This is an optimization exercise on Yosys and OpenROAD, whose aim is small area and a short achievable clock period, not a production implementation. The RTL was checked by simulation tests, not by an equivalence proof against the original design. Power is estimated from default activity; no workload was simulated.

== run A ==
## LCD_CTRL
module LCD_CTRL(clk,reset,datain,cmd,cmd_valid,dataout,output_valid,busy);
input clk;
input reset;
input [7:0] datain;
input [2:0] cmd;
input cmd_valid;
output [7:0] dataout;
output output_valid;
output busy;
reg [7:0] ring [0:63];
reg [5:0] phase;              
reg       busy_r, ov_r;       
reg [3:0] cnt;                
reg [7:0] lo_n, hi_n;         
reg [2:0] ox, oy;
reg       mag;
reg [7:0] out_r;
reg [7:0] c00, c22, c_o, c_r, c_d;
integer i;
wire [7:0] lo_r = ~lo_n;
wire [7:0] hi_r = ~hi_n;
wire is_load = busy_r & ~ov_r;
wire accept  = ~busy_r & cmd_valid;
wire ox0 = (ox == 3'd0), ox4 = (ox == 3'd4);
wire oy0 = (oy == 3'd0), oy4 = (oy == 3'd4);
wire mag_n = (cmd == 3'd2) | (mag & (cmd != 3'd1) & (cmd != 3'd3));
reg [7:0] first;
always @* begin
  if (~cmd_valid) first = out_r;
  else case (cmd)
    3'd2: first = c22;
    3'd0: first = mag ? c_o : c00;
    3'd4: first = mag ? (ox4 ? c_o : c_r) : c00;
    3'd5: first = mag ? c_o : c00;
    3'd6: first = mag ? (oy0 ? c_o : out_r) : c00;
    3'd7: first = mag ? (oy4 ? c_o : c_d) : c00;
    default: first = c00;
  endcase
end
wire [7:0] first_n = ~first;
wire use_rd  = busy_r | (cmd_valid & mag & ~ox0 & (cmd == 3'd5));
wire nuse_rd = ~use_rd;
wire [63:0] sel;
wire [7:0]  rd, out_d;
genvar g, b;
generate
  for (g = 0; g < 64; g = g + 1) begin : s
    assign sel[g] = ~(lo_n[g%8] | hi_n[g/8]);
  end
  for (b = 0; b < 8; b = b + 1) begin : rbit
    wire [20:0] t;
    wire        t21;
    wire [5:0]  u;
    wire        v0, v1;
    for (g = 0; g < 21; g = g + 1) begin : a3
      lcd_aoi222 ua (.a(sel[3*g]), .b(ring[3*g][b]), .c(sel[3*g+1]), .d(ring[3*g+1][b]),
                     .e(sel[3*g+2]), .f(ring[3*g+2][b]), .y(t[g]));
    end
    lcd_nand2 ub (.a(sel[63]), .b(ring[63][b]), .y(t21));
    lcd_nand4 n0 (.a(t[0]),  .b(t[1]),  .c(t[2]),  .d(t[3]),  .y(u[0]));
    lcd_nand4 n1 (.a(t[4]),  .b(t[5]),  .c(t[6]),  .d(t[7]),  .y(u[1]));
    lcd_nand4 n2 (.a(t[8]),  .b(t[9]),  .c(t[10]), .d(t[11]), .y(u[2]));
  ...
For scale: about 1400 cells after synthesis, about 600 flip-flops, roughly 24 I/O pins, ~18000 um2 of cells after synthesis.
Settings: LEC_CHECK=0, CAP_MARGIN=20, CORE_MARGIN=2, CORE_UTILIZATION=40, CTS_CLUSTER_DIAMETER=100, CTS_CLUSTER_SIZE=25, SETUP_SLACK_MARGIN=3.3, SLEW_MARGIN=20, SYNTH_HIERARCHICAL=1; clock period 5.5 ns.
run.sh (not shown) runs the stock make flow with config.mk's settings and CLKGATE_MAP_FILE= SYNTH_SCRIPT=/design/flow/synth_recipe.tcl, a recipe that flattens the netlist after the stock synthesis.
Edits applied to the flow inputs when going from run A to run B:
Settings: CORE_UTILIZATION changed from 40 to 60.
--- outcome ---
- Summary of run B over run A: detail-routed via count per cell moved up; wire length on met2 moved down; number of clock buffers inserted by TritonCTS moved down; cell area moved down.
- Reported for run A and run B, clock tree buffer depth turned out identical to the last digit.
- Diff run A -> run B: core utilization now sits higher; final cell count now sits lower; post-cts sizing count now sits higher.
diff inputs: run B => run C
Settings: changing CTS_CLUSTER_DIAMETER from 100 to 60; changing CTS_CLUSTER_SIZE from 25 to 40; changing CORE_UTILIZATION from 60 to 40.
Results
Compared with run B, run C ends up with more cell area.
Time the final worst path needs with I/O delays and setup for run C: 0.014 ns down relative to run B
Comparing run C and run B, die height is higher on run C.
Cmp run C vs run B: setup slack higher in run C
Run C: clock share of power is 4.9 points higher than what run B reported.
Power: run C draws more than run B
Switching part of the total power, run C and run B, lower one = run B.
Changes observed in run C relative to run B: proportion of cell area spent on the clock network saw an increase, share of post-route cells with drive strength above 1 went up, area of the die increased about 50%.
Here is what was changed in the inputs of run D compared with run C.
Settings: a change of CTS_CLUSTER_DIAMETER from 60 to 100; a change of CTS_CLUSTER_SIZE from 40 to 25; a change of SETUP_SLACK_MARGIN from 3.3 to 3.4.
### Flow results
Higher clock group share of total power was reported by run C, not run D. Between run C and run D, the count of vias placed by the detailed router does not differ in any meaningful way. Looking at first-iteration DRC count, run D sits 2.8% higher than run C does. In the metrics for run C and run D, the one carrying the lower setup slack after layout is run C. Endpoint of the worst setup timing path: hi_n[5]$_DFF_P_ -> run C, dataout[5] -> run D. Between run C and run D, the final standard cell utilization of the core does not differ in any meaningful way. In run D relative to run C, aggregate routed wire length had gone up by a few percent. Run D vs run C — ratio of cells with drive above 1 in the final layout rose 0.84 points.

==> afterwards: timing with drivers on the ports <==
In the flow no input, the clock included, has a driving cell. The finished layouts below were timed again as built, in two steps.
Step 1, drivers: a clkbuf_16 drives clk and a buf_2 each remaining input, both assumed.
Step 2, shift: input delay + t, output delay - t, t = (earliest + latest rising clock arrival at the registers) / 2. This alone moves slack from input paths to output paths.
a / b / c = ideal ports / drivers / drivers and shift; a / b = the first two.
run | t, ns | setup WS [ns] | worst setup path after step 2 | worst register clock-pin slew, ns
run A | 0.645 | 3.307 / 3.250 / 2.630 | input to register | 0.10 / 0.10
run B | 0.641 | 3.287 / 3.258 / 2.645 | input to register | 0.10 / 0.10
run C | 0.657 | 3.301 / 3.253 / 2.611 | input to register | 0.11 / 0.11
run D | 0.641 | 3.308 / 3.257 / 2.651 | input to register | 0.11 / 0.11
After both steps every run listed still meets setup and hold. For run C, which loses most, drivers alone change the setup slack by -0.048 ns; drivers and shift together by -0.690 ns.
